This is an optimization exercise on Yosys and OpenROAD, whose aim is small area, a short achievable clock period and few clock cycles per item, not a production implementation.
The RTL was checked by simulation tests, not by an equivalence proof against the original design.
No activity file was given, so power comes from the tool's default toggle rates.

## design/flow/config.mk

```make
export PLATFORM = sky130hd
export DESIGN_NAME = mod
export DESIGN_NICKNAME = mod
export VERILOG_FILES = /design/flow/design.v
export SDC_FILE = /design/flow/constraint.sdc
export NUM_CORES = 4
export LEC_CHECK = 0
export CAP_MARGIN = 20
export CORE_MARGIN = 2
export CORE_UTILIZATION = 40
export CTS_BUF_LIST = sky130_fd_sc_hd__clkbuf_8
export SETUP_SLACK_MARGIN = 1.4
export SLEW_MARGIN = 20
export TNS_END_PERCENT = 0
```

## design/flow/constraint.sdc

```tcl
create_clock -name core_clock -period 4.5 [get_ports {clk}]
set_input_delay 0.9000 -clock core_clock [delete_from_list [all_inputs] [get_ports {clk}]]
set_output_delay 0.9000 -clock core_clock [all_outputs]
set_load 0.01 [all_outputs]
```

## design/flow/design.v

```verilog
module mod_cu (
	input clk,
	input reset,
	input fit1,
	input fit3,
	input last,
	output reg busy,
	output reg p1
);
always @(posedge clk) begin
	if (reset) begin
		busy <= 1'b1;
		p1 <= 1'b1;
	end else if (busy) begin
		if (!(p1 & fit1)) begin
			p1 <= 1'b0;
			if (last)
				busy <= 1'b0;
		end
	end
end
endmodule
module mod_dp (
	input clk,
	input reset,
	input [31:0] A,
	input [31:0] B,
	input busy,
	input p1,
	output fit1,
	output fit3,
	output last,
	output [31:0] R
);
	reg [31:0] r, d;
	reg [4:0] cnt;
	wire [31:0] s;
	genvar i;
	generate
		for (i = 0; i < 32; i = i + 1) begin : g_s
			assign s[i] = |r[31:i];
		end
	endgenerate
	assign fit1 = ~d[31] & ~|(d[30:0] & ~s[31:1]);
	assign fit3 = ~|d[31:29] & ~|(d[28:0] & ~s[31:3]);
	assign last = (cnt == 5'd0);
	wire [31:0] diff = r - d;
	wire [31:0] g0 = r & ~d;
	wire [31:0] e0 = ~(r ^ d);
	wire [15:0] g1, e1;
	wire [7:0] g2, e2;
	wire [3:0] g3, e3;
	wire [1:0] g4, e4;
	generate
		for (i = 0; i < 16; i = i + 1) begin : g_c1
			assign g1[i] = g0[2*i+1] | (e0[2*i+1] & g0[2*i]);
			assign e1[i] = e0[2*i+1] & e0[2*i];
		end
		for (i = 0; i < 8; i = i + 1) begin : g_c2
			assign g2[i] = g1[2*i+1] | (e1[2*i+1] & g1[2*i]);
			assign e2[i] = e1[2*i+1] & e1[2*i];
		end
		for (i = 0; i < 4; i = i + 1) begin : g_c3
			assign g3[i] = g2[2*i+1] | (e2[2*i+1] & g2[2*i]);
			assign e3[i] = e2[2*i+1] & e2[2*i];
		end
		for (i = 0; i < 2; i = i + 1) begin : g_c4
			assign g4[i] = g3[2*i+1] | (e3[2*i+1] & g3[2*i]);
			assign e4[i] = e3[2*i+1] & e3[2*i];
		end
	endgenerate
	wire ge = g4[1] | (e4[1] & (g4[0] | e4[0]));
	wire sh3 = p1 & fit3;
	wire sh1 = p1 & fit1;
	wire [4:0] c = cnt;
	wire [4:0] cnt_p1 = {c[4] ^ (&c[3:0]), c[3] ^ (&c[2:0]), c[2] ^ (&c[1:0]), c[1] ^ c[0], ~c[0]};
	wire [4:0] cnt_m1 = {c[4] ^ ~|c[3:0], c[3] ^ ~|c[2:0], c[2] ^ ~|c[1:0], c[1] ^ ~c[0], ~c[0]};
	wire k1 = c[1] | c[0];
	wire [4:0] cnt_p3 = {c[4] ^ (c[3] & c[2] & k1), c[3] ^ (c[2] & k1), c[2] ^ k1, ~(c[1] ^ c[0]), ~c[0]};
	always @(posedge clk) begin
		if (reset) begin
			d <= B;
			cnt <= 5'd0;
		end else if (sh3) begin
			d <= {d[28:0], 3'b000};
			cnt <= cnt_p3;
		end else if (sh1) begin
			d <= {d[30:0], 1'b0};
			cnt <= cnt_p1;
		end else begin
			d <= {1'b0, d[31:1]};
			cnt <= cnt_m1;
		end
	end
	always @(posedge clk) begin
		if (reset)
			r <= A;
		else if (busy & ~sh1 & ge)
			r <= diff;
	end
	assign R = r;
endmodule
module mod(
	input [31:0] A,
	input [31:0] B,
	input clk,
	input reset,
	output [31:0] Result,
	output done
);
	wire busy, p1, fit1, fit3, ge, last;
	mod_cu io(.clk(clk), .reset(reset), .fit1(fit1), .fit3(fit3), .last(last),
	          .busy(busy), .p1(p1));
	mod_dp i1(.clk(clk), .reset(reset), .A(A), .B(B), .busy(busy), .p1(p1),
	          .fit1(fit1), .fit3(fit3), .last(last), .R(Result));
	assign done = ~busy;
endmodule
```

## design/flow/flow/run.sh

```bash
#!/bin/bash
# The standard layout, with the smallest buffer on each port instead of the
# delay cell buffer_ports picks by default.
set -euo pipefail
export BUFFER_PORTS_ARGS="-buffer_cell sky130_fd_sc_hd__buf_1"
bash standard.sh finish > standard.log 2>&1
```

## design/flow/standard.sh

```bash
#!/bin/bash
# synth_recipe.tcl (not shown) runs the flow's synth.tcl, then flattens the netlist and writes it again
# the make line also repeats each setting of config.mk as NAME=value (left out here)
make -C /OpenROAD-flow-scripts/flow DESIGN_CONFIG=/design/flow/config.mk WORK_HOME=/design/flow/orfs CLKGATE_MAP_FILE= SYNTH_SCRIPT=/design/flow/synth_recipe.tcl "${@:-finish}"
```

==> reports/metrics.yaml, run 1 <==
grt_max_degree: 60
drv_slew: 0
place_area_um2: 6266
synth_cells: 708
grt_pass1_wl_mm: 27.57
yosysWarnings: 2
ant_nets: 0
routed-wl-met3_um: 914
fin_util_pct: 50.88
cts_buffers: 9
vdd_drop_max_mv: 0.3068
max_clock_freq_mhz: 322.8
synth_cell_types: 67
power_frac_seq_pct: 22.8
r2r_cells: 10
syn_nets: 810
cp.arrival_ns: 3.20
htree_levels: 3
nets: 931
grt_pass1_vias: 5536
clockBufferDepth: 2
cellLeakagePower_uw: 0.002967
synth_top_area_cell: "edfxtp_1"
avgSynthCellArea_um2: 8.069
setup_viol: 0
io_pins: 99
hold_buffers: 0
p_per_area_nw_per_um2: 850.3
max-slew-margin-rel_pct: 59.12
p_int_uw: 3152
async_reset_ff_share_pct: 0
vias: 5775
post-route-period-util_pct: 68.84
pwr-share-clk_pct: 10.0
p_sw_share_pct: 47.72
core_area_um2: 13930
grt_util_all_layers_pct: 23.33
cts_tree: "built"
holdCritPathClass: "reg -> reg"
drc: 0
final-hold-violation-count: 0
combPwrFrac_pct: 67.1
ys.flop_type: "dfxtp_1"
crit_path_start_kind: "register"
tightest_slew_ns: 0.6132
met1_length_mm: 8.249
required_ns: 4.60
cap_viol_max_count: 0
drtIter0Drc: 532
overflow: 0
avgRoutedWirePerCell_um: 18.09
rsz0062_at_grt: "yes"
antenna_found_initial: 0
clk_pin_slew_ns: 0.08
place_congestion: 0.9572
synth_top_area_share_pct: 16.82
fp.dieW_um: 123.5
cp_max_fo: 6
synth_area_leaders: "edfxtp_1 17%, dfxtp_1 14%, mux2i_1 9.1%"
cts_sinks: 71
viasPerCell: 5.695
synth-edff-count: 32
start_util_pct: 41.00
switching_power_uw: 2877
drive_gt1_share_pct: 13.19
post-route-min-period_ns: 3.098
whs_path_depth: 1
diodes: 0
highest_layer: "met4"
die_h_um: 123.5
hpwl_mm: 13.20
met2_length_mm: 8.659
crit_path_end_kind: "register"
num_rows: 43
syn_to_final_growth_pct: 24.11
tns_ns: 0
syn_area_um2: 5713
skew_ns: 0.009796
fin_area_um2: 7091
synth-seq-cells: 71
status: "no timing/DRC/antenna violations"
drtPass1Iterations: 5
seq_area_frac_synth_pct: 30.49
clock_latency_ns: 0.37
crit_type: "reg -> reg"
wirelength_mm: 18.34
cts_root_buffer: "clkbuf_8"
die-area_um2: 15250
portBuffers: 98
placed cells by master (no fill, tap or decap), types with 5 or more instances in the layout:
master,synthesis,layout
nor2b_1,7,7
buf_6,0,5
ha_1,35,28
mux2i_1,52,52
o21a_1,7,7
a21oi_1,48,44
o21ai_1,8,7
nor2_1,39,37
a21o_1,20,20
o21ai_0,73,73
nand4_1,7,7
buf_4,3,35
xor2_1,10,10
nand2_1,91,90
a31oi_1,9,9
nand3_1,15,15
nor3_1,13,9
inv_1,52,53
xnor2_1,15,15
dfxtp_1,39,36
and3_1,8,7
buf_1,1,97
edfxtp_1,32,32
nand2b_1,5,5
clkbuf_8,0,11
final cells by class:
cell class | count | area (um^2)
clock buffers | 11 | 151.4
clock inverters | 5 | 72.57
fillers | 1338 | 6844
inverters | 54 | 202.7
multi-input cells | 550 | 3913
flip-flops and latches | 71 | 1745
well taps | 180 | 225.2
repair buffers | 143 | 780.7
synthesized netlist by cell type, drive strengths merged, types with 8 or more instances:
master  instances
nand2          91
o21ai          81
inv            53
mux2i          52
a21oi          48
dfxtp          39
nor2           39
ha             35
edfxtp         32
clkbuf         24
a21o           20
nand3          15
xnor2          15
nor3           13
buf            10
xor2           10
a31oi           9
and3            8
worst max-delay path, cell delays in order, from the launching register on:
cell       delay, ns
edfxtp_1        0.39
or4_4           0.57
nand2b_4        0.21
or3_4           0.38
o22ai_4         0.21
or4b_4          0.21
buf_4           0.13
nand2_4         0.06
o31ai_4         0.32
buf_4           0.20
clkbuf_16       0.14
registers in the layout (all words and copies together) (netlist names):
register / flops
i1.d: 32
i1.r: 32
i1.cnt: 5
io.busy: 1
io.p1: 1
path summary, 6_finish.rpt:
path / start / end / slack (ns)
worst min register to register: i1.cnt[0] / i1.cnt[0] / 0.44
worst min-delay path: i1.cnt[0] / i1.cnt[0] / 0.44
worst max-delay path: i1.r[29] / i1.r[7] / 1.40
worst max register to register: i1.r[29] / i1.r[7] / 1.40
power groups by stage:
stage / clock [uW] / sequential, uW / combinational (uW)
after floorplan: 0 / 1340 / 2550
after global placement: 0 / 1380 / 3370
after detailed placement: 0 / 1390 / 3410
after CTS: 614 / 1370 / 3540
after global routing: 640 / 1410 / 4430
final: 605 / 1380 / 4050
per-layer routing:
metal	vias up	track usage, %
met4	0	10.44
met5	-	0
met3	38	3.090
met1	2725	30.20
met2	188	38.67
li1	2824	-
cell families (layout without fill, tap and decap cells):
| family | Yosys count | after routing | share of synthesized area, % |
|---|---|---|---|
| AO/OA/AOI/OAI | 220 | 220 | 24.09 |
| flip-flops | 71 | 71 | 30.49 |
| adder cells (fa/ha/maj) | 36 | 36 | 8.016 |
| AND/OR/NAND/NOR | 214 | 215 | 17.89 |
| XOR/XNOR | 25 | 25 | 3.833 |
| multiplexers | 54 | 54 | 9.571 |
| buffers and inverters | 88 | 213 | 6.110 |
stage by stage:
step	setup slack, ns	hold slack, ns	total power, uW	cells
floorplan	1.138	0.4019	3897	708
global placement	0.8915	0.4146	4750	959
detailed placement	0.8069	0.4307	4796	959
CTS	1.352	0.4448	5523	979
global route	1.307	0.4638	6476	1014
finish	1.402	0.4421	6029	1014
timing repair:
| action | 4_1_cts | 5_1_grt |
|---|---|---|
| cloned | 0 | 4 |
| setup endpoints to repair | 71 | 64 |
| pin swaps | 3 | 16 |
| setup buffers | 4 | 31 |
| gates resized for setup | 15 | 45 |
Testbench counts, summed over its fixed seeds: cycles 6,090, items 720.
==> inputs of run 2 (changes only) <==
--- a/design/flow/config.mk
+++ b/design/flow/config.mk
@@ -11,4 +11,3 @@
 export CTS_BUF_LIST = sky130_fd_sc_hd__clkbuf_8
-export SETUP_SLACK_MARGIN = 1.4
+export SETUP_SLACK_MARGIN = 1.8
 export SLEW_MARGIN = 20
-export TNS_END_PERCENT = 0
==> run 2 against run 1 <==
Net effect:
- design area rose by 12%
- worst hold slack got worse by 0.0037 ns
- synthesized area did not move
- non-clock buffer count rose by 44
- via count rose by 6.3%
- global-route usage rose by 1.8 points
- combinational power rose by 24%
- total power rose by 17%
- synthesized cell count did not move
- largest power group unchanged
==> reports/metrics.yaml, run 2 <==
avgRoutedWirePerCell_um: 18.32
yosysMostFrequentCell: "nand2_1"
die-area_um2: 15250
post-route-min-period_ns: 3.067
io_pins: 99
crit_type: "reg -> reg"
final-hold-violation-count: 0
hpwl_mm: 12.78
cp_max_fo: 5
worst_slack_ns: 1.433
max_clock_freq_mhz: 326.1
reg2reg_from: "i1.r[4]"
synth_cells: 708
clk_pin_slew_ns: 0.09
r2r-end: "i1.r[27]"
synth_area_leaders: "edfxtp_1 17%, dfxtp_1 14%, mux2i_1 9.1%"
nets: 976
place_congestion: 0.9122
dp_slack_ns: 0.9944
async_reset_ff_share_pct: 0
status: "no timing/DRC/antenna violations"
grt_max_degree: 97
r2r_cells: 9
grt_pass1_wl_mm: 29.88
overflow: 0
syn_area_um2: 5713
ant_nets: 0
p_per_area_nw_per_um2: 889.4
cts_root_buffer: "clkbuf_8"
htree_levels: 3
tns_ns: 0
synth-edff-count: 32
holdCritPathClass: "reg -> reg"
avgSynthCellArea_um2: 8.069
ys.flop_type: "dfxtp_1"
syn_nets: 810
required_ns: 4.59
slowest_delay_ns: 0.50
cap_viol_max_count: 0
layout_common_cells: "97 x buf_1, 90 x nand2_1, 62 x buf_4"
synth_cell_types: 67
vias: 6140
crit_path_start_kind: "register"
cts_buffers: 9
drtPass1Iterations: 5
wirelength_mm: 19.41
startpoint: "i1.r[4]"
drtIter0Drc: 513
cts_tree: "built"
drc: 0
yosys-top-cells-count: "91 x nand2_1, 73 x o21ai_0, 52 x inv_1, 52 x mux2i_1, 48 x a21oi_1"
post-route-period-util_pct: 68.15
grt_util_all_layers_pct: 25.17
synth_top_area_share_pct: 16.82
yosysWarnings: 2
critPathSlowestCell: "edfxtp_1"
worstSetupEndpoint: "i1.r[27]"
final_common_cell: "buf_1"
synth_top_area_cell: "edfxtp_1"
num_rows: 43
vdd_drop_max_mv: 0.4576
core_area_um2: 13930
synth-seq-cells: 71
skew_ns: 0.01602
drive_gt1_share_pct: 24.35
clock_latency_ns: 0.38
grt_pass1_vias: 5874
cts_sinks: 71
clockBufferDepth: 2
die_h_um: 123.5
cp.arrival_ns: 3.16
viasPerCell: 5.798
r2r_setup_slack_ns: 1.43
drv_slew: 0
rsz0062_at_grt: "yes"
diodes: 0
cellLeakagePower_uw: 0.003277
portBuffers: 98
setup_viol: 0
syn_to_final_growth_pct: 39.25
start_util_pct: 41.00
hold_buffers: 0
max-slew-margin-rel_pct: 34.83
crit_path_end_kind: "register"
reg.largest.list: "i1.d x32, i1.r x32, i1.cnt x5"
holdWs_ns: 0.4383
fp.dieW_um: 123.5
path_cells: "ha_2, a2111o_1, o21ai_4, o211ai_1, a221o_1, a211o_1, a31oi_2, xor2_1, o21ai_1"
tightest_slew_ns: 0.9776
seq_area_frac_synth_pct: 30.49
antenna_found_initial: 0
run 2: what timing repair did:
action / in CTS / in global routing
pin swaps: 35 / 53
gates cloned: 4 / 3
setup buffers: 48 / 30
gates resized for setup: 70 / 99
endpoints found under the setup margin: 85 / 82
run 2: cell families after synthesis:
logic type      count (synthesis)  share of synthesized area, %
compound gates                220                         24.09
xor+xnor                       25                         3.833
fa+ha+maj                      36                         8.016
buf+inv                        88                         6.110
flops                          71                         30.49
mux                            54                         9.571
simple gates                  214                         17.89
run 2: per-stage QoR:
| stage | utilization (%) | total power [uW] | cell area (um^2) | std cells |
|---|---|---|---|---|
| after floorplan | - | 3971 | 5832 | 708 |
| after global placement | 45.30 | 4786 | 6312 | 958 |
| after detailed placement | 45.30 | 4839 | 6312 | 958 |
| after CTS | 52.63 | 6282 | 7333 | 1026 |
| after global routing | 57.09 | 7550 | 7955 | 1059 |
| final | 57.09 | 7075 | 7955 | 1059 |
run 2: worst min-delay path by stage:
stage                 to  cells past startpoint  slack [ns]  startpoint
2_1_floorplan  i1.cnt[0]                      1        0.40   i1.cnt[0]
3_3_place_gp   i1.cnt[0]                      1        0.42   i1.cnt[0]
3_5_place_dp   i1.cnt[0]                      1        0.42   i1.cnt[0]
4_1_cts        i1.cnt[0]                      1        0.44   i1.cnt[0]
5_1_grt        i1.cnt[0]                      1        0.50   i1.cnt[0]
6_report       i1.cnt[0]                      1        0.44   i1.cnt[0]
run 2: per-layer routing:
| layer | track usage (%) | wire (um) | up-vias |
|---|---|---|---|
| met5 | 0 | 0 | - |
| met4 | 8.026 | 493 | 0 |
| met3 | 5.028 | 1077 | 42 |
| met2 | 41.24 | 9209 | 241 |
| met1 | 33.22 | 8624 | 2941 |
| li1 | - | - | 2916 |
run 2: cell type report:
type	count	area [um^2]
Clock buffer	10	137.6
Clock inverter	6	106.4
Fill cell	1250	5979
Inverter	54	202.7
Multi-Input combinational cell	551	4268
Sequential cell	71	1754
Tap cell	180	225.2
Timing Repair Buffer	187	1261
run 2: report_power, final:
| group | switching [uW] | total (uW) | internal, uW | leakage, uW |
|---|---|---|---|---|
| Combinational | 2630 | 5030 | 2390 | 0.00250 |
| Clock | 278 | 660 | 382 | 0.000129 |
| Sequential | 340 | 1390 | 1050 | 0.000652 |
run 2: worst max-delay path, delay by kind of cell (launching register included):
kind	cells	cell delay [ns]
flip-flops	1	0.50
AO/OA/AOI/OAI	7	1.84
XOR/XNOR	1	0.18
adder cells (fa/ha/maj)	1	0.26
==> inputs of run 3 (changes only) <==
--- a/design/flow/config.mk
+++ b/design/flow/config.mk
@@ -11,3 +11,4 @@
 export CTS_BUF_LIST = sky130_fd_sc_hd__clkbuf_8
-export SETUP_SLACK_MARGIN = 1.8
+export SETUP_SLACK_MARGIN = 1.2
 export SLEW_MARGIN = 20
+export TNS_END_PERCENT = 0
==> run 3 against run 2 <==
Net effect:
- clock-buffer cell count is 1 higher
- total power is 22% lower
- cell count is 7.7% lower
- wire length is 11% lower
- synthesized cell count stayed put
- worst hold slack better by 0.0051 ns
- first-iteration DRC count stayed put
- critical path depth stayed put
- clock skew is 0.0063 ns lower
- global-route usage is 1.9 points lower
- highest routed layer unchanged
==> reports/metrics.yaml, run 3 <==
dp_slack_ns: 0.8069
vdd_drop_max_mv: 0.3095
grt_util_all_layers_pct: 23.31
grt_max_degree: 60
dp.cells: 959
crit_path_start_kind: "register"
cp_max_fo: 22
cts_root_buffer: "clkbuf_8"
final-hold-violation-count: 0
required_ns: 4.76
antenna_found_initial: 0
clock_latency_ns: 0.38
drive_gt1_share_pct: 5.646
clk_pin_slew_ns: 0.08
post-route-min-period_ns: 3.259
p_per_area_nw_per_um2: 841.4
clockBufferDepth: 2
critPathSlowestCell: "or4_4"
die_h_um: 123.5
async_reset_ff_share_pct: 0
place_congestion: 0.9572
wirelength_mm: 17.36
syn_to_final_growth_pct: 14.83
final_cell_count_no_fill: 977
ant_nets: 0
io_pins: 99
setup_viol: 0
synth_top_area_cell: "edfxtp_1"
core_area_um2: 13930
start_util_pct: 41.00
diodes: 0
grt_pass1_wl_mm: 27.55
layout_common_cells: "97 x buf_1, 90 x nand2_1, 73 x o21ai_0"
skew_ns: 0.009729
cellLeakagePower_uw: 0.002732
drtIter0Drc: 513
reg.largest.list: "i1.d x32, i1.r x32, i1.cnt x5"
cp.arrival_ns: 3.52
synth-seq-cells: 71
cts_tree: "built"
max-slew-margin-rel_pct: 59.93
grt_pass1_vias: 5508
overflow: 0
avgSynthCellArea_um2: 8.069
worst_slack_ns: 1.241
tightest_slew_ns: 0.6010
drv_slew: 0
fin_util_pct: 47.08
max_clock_freq_mhz: 306.9
syn_nets: 810
die-area_um2: 15250
nets: 894
portBuffers: 98
holdCritPathClass: "reg -> reg"
cap_viol_max_count: 0
post-route-period-util_pct: 72.42
crit_path_end_kind: "register"
num_rows: 43
ys.flop_type: "dfxtp_1"
fp.dieW_um: 123.5
path_cells: "or4_4, nand2b_4, a2111oi_4, a2111oi_0, nor3b_2, buf_4, or4_1, o211a_1, mux2_4"
num-fill-cells: 1391
crit_type: "reg -> reg"
synth_area_leaders: "edfxtp_1 17%, dfxtp_1 14%, mux2i_1 9.1%"
viasPerCell: 5.739
vias: 5607
yosys-top-cells-count: "91 x nand2_1, 73 x o21ai_0, 52 x inv_1, 52 x mux2i_1, 48 x a21oi_1"
tns_ns: 0
synth-edff-count: 32
htree_levels: 3
hpwl_mm: 13.20
syn_area_um2: 5713
yosysMostFrequentCell: "nand2_1"
synth_top_area_share_pct: 16.82
seq_area_frac_synth_pct: 30.49
slowest_delay_ns: 0.60
status: "no timing/DRC/antenna violations"
final_common_cell: "buf_1"
drtPass1Iterations: 5
yosysWarnings: 2
avgRoutedWirePerCell_um: 17.76
synth_cell_types: 67
cts_buffers: 9
rsz0062_at_grt: "yes"
synth_cells: 708
drc: 0
fin_total_pwr_uw: 5520
hold_buffers: 0
cts_sinks: 71
==> run 3: final timing paths <==
check | slack, ns | end | cells after the start | start
worst max-delay path | 1.24 | i1.cnt[4] | 9 | i1.r[31]
worst min register to register | 0.44 | i1.cnt[0] | 1 | i1.cnt[0]
worst min-delay path | 0.44 | i1.cnt[0] | 1 | i1.cnt[0]
worst max register to register | 1.24 | i1.cnt[4] | 9 | i1.r[31]
==> run 3: per-stage QoR <==
stage | hold slack [ns] | cell area (um^2)
floorplan | 0.4019 | 5771
global placement | 0.4146 | 6266
detailed placement | 0.4307 | 6266
CTS | 0.4448 | 6500
global route | 0.4638 | 6560
finish | 0.4434 | 6560
==> run 3: critical path, delay by kind of cell, from the launching register on <==
family / cells / cell delay (ns)
AO/OA/AOI/OAI: 3 / 0.63
buffers and inverters: 1 / 0.24
flip-flops: 1 / 0.50
multiplexers: 1 / 0.29
AND/OR/NAND/NOR: 4 / 1.47
==> run 3: area by class of cell <==
class                   count  area [um^2]  area share (%)
clock buffers              11        151.4           2.308
clock inverters             5        72.57           1.106
inverters                  54        202.7           3.090
multi-input cells         549         3722           56.74
flip-flops and latches     71         1743           26.57
well taps                 180        225.2           3.433
repair buffers            107        442.9           6.752
==> run 3: power by group <==
part           internal [uW]  switching [uW]  total (uW)
combinational           1430            2090        3520
sequential              1040             346        1390
clock                    338             270         608
==> run 3: routing by layer <==
layer  share of wire [%]  vias to the layer above  track usage [%]
met5                   0                        -                0
met4                 2.7                        0            9.801
met3                 6.2                       30            2.906
met2                  47                      226            38.77
met1                  44                     2602            30.43
li1                    -                     2749                -
==> run 3: timing repair <==
item	in CTS	in global routing
pin swaps	0	2
resized for setup	4	8
cloned	0	0
setup buffers	0	2
endpoints found under the setup margin	17	67
==> run 3: cells by family (layout without fill, tap and decap cells) <==
group	Yosys count	in the layout	share of synthesized area, %
AOI/OAI and AO/OA	220	220	24.09
and+or+nand+nor	214	214	17.89
buffers and inverters	88	177	6.110
DFF	71	71	30.49
muxes	54	54	9.571
adders and majority gates	36	36	8.016
xor gates and xnor gates	25	25	3.833
==> inputs of run 4 (changes only) <==
--- a/design/flow/config.mk
+++ b/design/flow/config.mk
@@ -10,3 +10,3 @@
 export CORE_UTILIZATION = 40
-export CTS_BUF_LIST = sky130_fd_sc_hd__clkbuf_8
+export CTS_BUF_LIST = sky130_fd_sc_hd__clkbuf_4 sky130_fd_sc_hd__clkbuf_8
 export SETUP_SLACK_MARGIN = 1.2
==> run 4 against run 3 <==
Net effect:
- still clean
- via count is 0.11% lower
- largest power group unchanged
- register-to-register slack hardly changed
- total power increased by 0.25%
==> reports/metrics.yaml, run 4 <==
grt_pass1_vias: 5513
synth_top_area_share_pct: 16.82
cellLeakagePower_uw: 0.002730
cts_sinks: 71
pwr-share-clk_pct: 11.2
clk_pin_slew_ns: 0.08
layout_common_cells: "97 x buf_1, 90 x nand2_1, 73 x o21ai_0"
syn_to_final_growth_pct: 14.96
vdd_drop_max_mv: 0.3086
drv_slew: 0
final-hold-violation-count: 0
switching_power_uw: 2706
grt_pass1_wl_mm: 27.55
use_met3_pct: 2.906
grt_util_all_layers_pct: 23.30
p_int_uw: 2827
slowest_delay_ns: 0.60
status: "no timing/DRC/antenna violations"
overflow: 0
cap_viol_max_count: 0
combPwrFrac_pct: 63.7
critPathSlowestCell: "or4_4"
crit_buf_inv: 1
max_clock_freq_mhz: 307.4
hpwl_mm: 13.20
start_util_pct: 41.00
syn_nets: 810
dp.cells: 959
synth_cell_types: 67
use_met1_pct: 30.34
tns_ns: 0
power_frac_seq_pct: 25.1
htree_levels: 3
fp.dieW_um: 123.5
cts_buffers: 9
seq_area_frac_synth_pct: 30.49
die_h_um: 123.5
antenna_found_initial: 0
portBuffers: 98
synth-edff-count: 32
synth_area_leaders: "edfxtp_1 17%, dfxtp_1 14%, mux2i_1 9.1%"
synth-seq-cells: 71
post-route-period-util_pct: 72.28
nets: 894
drive_gt1_share_pct: 5.897
cts_tree: "built"
clock_latency_ns: 0.37
ys.flop_type: "dfxtp_1"
grt_max_degree: 60
grt_util_met2_pct: 38.84
avgRoutedWirePerCell_um: 17.76
crit_path_end_kind: "register"
cts_root_buffer: "clkbuf_8"
drc: 0
busiest_layer: "met2"
cp.arrival_ns: 3.51
vias: 5601
crit_type: "reg -> reg"
clockBufferDepth: 2
synth_cells: 708
synth_top_area_cell: "edfxtp_1"
yosys-top-cells-count: "91 x nand2_1, 73 x o21ai_0, 52 x inv_1, 52 x mux2i_1, 48 x a21oi_1"
p_per_area_nw_per_um2: 842.5
reg.largest.list: "i1.d x32, i1.r x32, i1.cnt x5"
io_pins: 99
syn_area_um2: 5713
yosysMostFrequentCell: "nand2_1"
place_congestion: 0.9572
crit_path_start_kind: "register"
core_area_um2: 13930
die-area_um2: 15250
num_rows: 43
p_sw_share_pct: 48.90
tightest_slew_ns: 0.5980
final_cell_count_no_fill: 977
async_reset_ff_share_pct: 0
path_cells: "or4_4, nand2b_4, a2111oi_4, a2111oi_0, nor3b_2, buf_4, or4_1, o211a_1, mux2_4"
num-fill-cells: 1394
cp_max_fo: 22
holdCritPathClass: "reg -> reg"
yosysWarnings: 2
max-slew-margin-rel_pct: 60.14
diodes: 0
post-route-min-period_ns: 3.253
drtIter0Drc: 489
rsz0062_at_grt: "yes"
ant_nets: 0
required_ns: 4.76
skew_ns: 0.006312
avgSynthCellArea_um2: 8.069
setup_viol: 0
drtPass1Iterations: 5
wirelength_mm: 17.36
final_common_cell: "buf_1"
viasPerCell: 5.733
crit_family: "simple AND/OR/NAND/NOR gates"
==> run 4: what timing repair did <==
item,CTS,global route
setup buffers,0,2
setup endpoints to repair,17,69
resized for setup,4,8
hold buffers,0,0
pin swaps,0,2
==> run 4: cell type report <==
type	instances	area [um^2]	area share, %
Clock inverter	3	65.06	0.9907
Timing Repair Buffer	107	442.9	6.744
Clock buffer	13	166.4	2.534
Sequential cell	71	1743	26.54
Inverter	54	202.7	3.086
Multi-Input combinational cell	549	3722	56.68
Tap cell	180	225.2	3.429
==> run 4: through the flow <==
step / hold slack (ns) / cell area (um^2) / utilization [%] / total power (uW) / worst slack, ns
2_1_floorplan: 0.4019 / 5771 / - / 3897 / 1.138
3_3_place_gp: 0.4146 / 6266 / 44.97 / 4750 / 0.8915
3_5_place_dp: 0.4307 / 6266 / 44.97 / 4796 / 0.8069
4_1_cts: 0.4447 / 6507 / 46.70 / 5451 / 1.054
5_1_grt: 0.4637 / 6568 / 47.13 / 5979 / 1.095
6_report: 0.4434 / 6568 / 47.13 / 5533 / 1.247
==> run 4: power groups by stage <==
stage               combinational [uW]  sequential, uW  clock [uW]
floorplan                         2550            1340           0
global placement                  3370            1380           0
detailed placement                3410            1390           0
CTS                               3440            1380         630
global route                      3900            1420         655
finish                            3530            1390         619
==> run 4: layer usage <==
layer | wire, um | part of all wire (%) | vias to the layer above
met4 | 490 | 2.8 | 0
met1 | 7800 | 45 | 2608
met3 | 1015 | 5.8 | 34
met2 | 8049 | 46 | 217
li1 | - | - | 2742
met5 | 0 | 0 | -
==> run 4: kinds of logic (layout without fill, tap and decap cells) <==
family                   after synthesis  in the layout  synth area share, %
AND/OR/NAND/NOR                      214            214                17.89
multiplexers                          54             54                9.571
buffers and inverters                 88            177                6.110
flip-flops                            71             71                30.49
AO/OA/AOI/OAI                        220            220                24.09
adder cells (fa/ha/maj)               36             36                8.016
XOR/XNOR                              25             25                3.833
==> run 4: path summary, 6_finish.rpt <==
kind	from	end	slack [ns]	cells past startpoint
worst max-delay path	i1.r[31]	i1.cnt[4]	1.25	9
worst min-delay path	i1.cnt[0]	i1.cnt[0]	0.44	1
worst max register to register	i1.r[31]	i1.cnt[4]	1.25	9
worst min register to register	i1.cnt[0]	i1.cnt[0]	0.44	1
==> inputs of run 5 (changes only) <==
==> design/flow/flow/run.sh (replaced) <==
#!/bin/bash
# The standard layout, with the smallest buffer on each port instead of the
# delay cell buffer_ports picks by default, and power recovery (downsizing
# of gates off the critical paths) after global routing.
set -euo pipefail
export BUFFER_PORTS_ARGS="-buffer_cell sky130_fd_sc_hd__buf_1"
export RECOVER_POWER=100
bash standard.sh finish > standard.log 2>&1
--- a/design/flow/config.mk
+++ b/design/flow/config.mk
@@ -10,3 +10,3 @@
 export CORE_UTILIZATION = 40
-export CTS_BUF_LIST = sky130_fd_sc_hd__clkbuf_4 sky130_fd_sc_hd__clkbuf_8
+export CTS_BUF_LIST = sky130_fd_sc_hd__clkbuf_8
 export SETUP_SLACK_MARGIN = 1.2
==> run 5 against run 4 <==
Net effect:
- the layout now fails its checks (max-capacitance violations, max-slew violations)
- total power fell by 1.5%
- first-iteration DRC count grew 3.7%
- non-clock buffer count did not move
- clock power fell by 2%
- flip-flop and latch count did not move
- die area unchanged
- clock-buffer cell count down 2
- via count rose by 0.37%
- critical path depth fell by 1
- largest cell class unchanged
- utilization shrank 0.52 points
==> reports/metrics.yaml, run 5 <==
status: "failed layout checks"
violations: "max-capacitance violations, max-slew violations"
grt_pass1_vias: 5508
setup_viol: 0
synth_top_area_share_pct: 16.82
p_sw_share_pct: 48.97
synth_area_leaders: "edfxtp_1 17%, dfxtp_1 14%, mux2i_1 9.1%"
place_area_um2: 6266
holdWs_ns: 0.4436
yosysMostFrequentCell: "nand2_1"
fin_total_pwr_uw: 5449
crit_type: "reg -> reg"
ant_nets: 0
drv_slew: 60
drtPass1Iterations: 6
io_pins: 99
p_per_area_nw_per_um2: 838.9
final-hold-violation-count: 0
synth_top_area_cell: "edfxtp_1"
vias: 5622
hold_start: "i1.cnt[0]"
grt_max_degree: 60
pwr-share-clk_pct: 11.1
yosysWarnings: 2
cellLeakagePower_uw: 0.002709
clk_pin_slew_ns: 0.08
layout_common_cells: "97 x buf_1, 91 x nand2_1, 81 x o21ai_0"
synth-edff-count: 32
power_frac_seq_pct: 25.4
syn_nets: 810
nets: 894
seq_area_frac_synth_pct: 30.49
syn_to_final_growth_pct: 13.69
yosys-top-cells-count: "91 x nand2_1, 73 x o21ai_0, 52 x inv_1, 52 x mux2i_1, 48 x a21oi_1"
num-fill-cells: 1400
clock_latency_ns: 0.37
drc: 0
crit_path_end_kind: "register"
crit_path_start_kind: "register"
vdd_drop_max_mv: 0.3003
async_reset_ff_share_pct: 0
avgRoutedWirePerCell_um: 17.85
synth_cells: 708
cts_buffers: 9
max_clock_freq_mhz: 268.1
synth-seq-cells: 71
r2r_setup_slack_ns: 0.77
portBuffers: 98
place_congestion: 0.9572
critPathSlowestCell: "or4_1"
fin_area_um2: 6495
avgSynthCellArea_um2: 8.069
reg.largest.list: "i1.d x32, i1.r x32, i1.cnt x5"
hpwl_mm: 13.20
diodes: 0
p_int_uw: 2780
combPwrFrac_pct: 63.5
rsz0062_at_grt: "yes"
cts_root_buffer: "clkbuf_8"
clockBufferDepth: 2
drtIter0Drc: 507
switching_power_uw: 2669
cts_sinks: 71
r2r-end: "i1.r[19]"
cp_max_fo: 19
synth_cell_types: 67
final_common_cell: "buf_1"
viasPerCell: 5.754
cp.arrival_ns: 3.77
die_h_um: 123.5
fp.dieW_um: 123.5
cts_tree: "built"
cap_viol_max_count: 1
num_rows: 43
tightest_slew_ns: 2.460
r2r_cells: 8
skew_ns: 0.009623
whs_path_depth: 1
hold_path_end: "i1.cnt[0]"
holdCritPathClass: "reg -> reg"
post-route-period-util_pct: 82.89
die-area_um2: 15250
drive_gt1_share_pct: 4.517
tns_ns: 0
wirelength_mm: 17.44
post-route-min-period_ns: 3.730
slowest_delay_ns: 0.63
overflow: 0
start_util_pct: 41.00
syn_area_um2: 5713
path_cells: "or4_1, nand2b_1, nor4_4, a21boi_0, or4b_1, nand2_1, o31ai_1, buf_4"
htree_levels: 3
crit_buf_inv: 1
max-slew-margin-rel_pct: -63.97
ys.flop_type: "dfxtp_1"
required_ns: 4.54
crit_family: "simple AND/OR/NAND/NOR gates"
reg2reg_from: "i1.r[31]"
antenna_found_initial: 0
grt_util_all_layers_pct: 23.31
grt_pass1_wl_mm: 27.55
core_area_um2: 13930
## run 5: cell counts after synthesis
No cell type changed its count.
## run 5: power groups by stage
stage               Combinational, uW  Clock, uW  Sequential, uW
finish                           3460        605            1390
CTS                              3440        614            1380
detailed placement               3410          0            1390
global route                     3830        640            1420
global placement                 3370          0            1380
floorplan                        2550          0            1340
## run 5: kinds of logic after synthesis
| group | share of synthesized area [%] |
|---|---|
| AOI/OAI and AO/OA | 24.09 |
| xor gates and xnor gates | 3.833 |
| adders and majority gates | 8.016 |
| buffers and inverters | 6.110 |
| DFF | 30.49 |
| muxes | 9.571 |
| and+or+nand+nor | 17.89 |
## run 5: worst reg2reg max path, delay by kind of cell (launching register included)
kind	cells	cell delay, ns
buf+inv	1	0.37
flops	1	0.49
compound gates	2	0.57
simple gates	5	1.97
## run 5: metal layers
metal | vias up | wire, um | global-route usage, %
li1 | 2741 | - | -
met1 | 2626 | 7856 | 30.43
met2 | 221 | 8078 | 38.77
met3 | 34 | 1006 | 2.906
met4 | 0 | 497 | 9.801
met5 | - | 0 | 0
## run 5: worst max-delay path by stage
stage,startpoint,endpoint,cells after the start
2_1_floorplan,i1.r[31],i1.r[0],9
3_3_place_gp,i1.r[18],i1.cnt[4],10
3_5_place_dp,i1.r[18],i1.cnt[4],10
4_1_cts,i1.r[18],i1.cnt[4],10
5_1_grt,i1.r[31],i1.r[19],8
6_report,i1.r[31],i1.r[19],8
## run 5: area by class of cell
type | instances | area, um^2 | area share, %
tap | 180 | 225.2 | 3.468
timing repair buffer | 107 | 436.7 | 6.723
multi-input combinational | 549 | 3664 | 56.41
sequential | 71 | 1743 | 26.83
clock buffer | 11 | 151.4 | 2.331
inverter | 54 | 202.7 | 3.121
clock inverter | 5 | 72.57 | 1.117
## run 5: repair_timing
item	in CTS	in global routing
pin swaps	0	2
setup endpoints to repair	17	67
hold buffers	0	0
setup buffers	0	2
gates resized for setup	4	8
## run 5: stage by stage
step | setup slack (ns) | instances | util [%]
final | 0.7701 | 977 | 46.61
after global routing | 0.5532 | 977 | 46.61
after CTS | 1.054 | 975 | 46.65
after detailed placement | 0.8069 | 959 | 44.97
after global placement | 0.8915 | 959 | 44.97
after floorplan | 1.138 | 708 | -

[afterwards: timing with drivers on the ports]
The results above use ideal ports. As a check the final layouts listed here were re-extracted and re-timed, cells and wires unchanged. Step 1 sets driving cells, clkbuf_16 on the clock port and buf_2 on the other inputs (assumed; they add their load-dependent delay and slew). Step 2 moves the port delays by t, midway between the first and last clock arrival at a register: inputs arrive t later, outputs are due t later. That takes back most of the time a late clock gives input paths. Slacks: no drivers / after step 1 / after step 2; pairs: no drivers / after step 1.
run | t, ns | setup WS [ns] | worst setup path at the end | worst slew at a driven data input, ns | pins driven straight from the clock port
run 1 | 0.403 | 1.402 / 1.402 / 1.402 | register to register | 0.04 | 1
run 2 | 0.411 | 1.433 / 1.433 / 1.416 | input to register | 0.04 | 1
run 3 | 0.405 | 1.241 / 1.241 / 1.241 | register to register | 0.04 | 1
run 4 | 0.400 | 1.247 / 1.247 / 1.247 | register to register | 0.04 | 1
run 5 | 0.401 | 0.770 / 0.770 / 0.511 | input to register | 0.04 | 1
The setup slack of run 5, which loses most, moves by 0.000 ns with the drivers and by -0.259 ns with both steps.
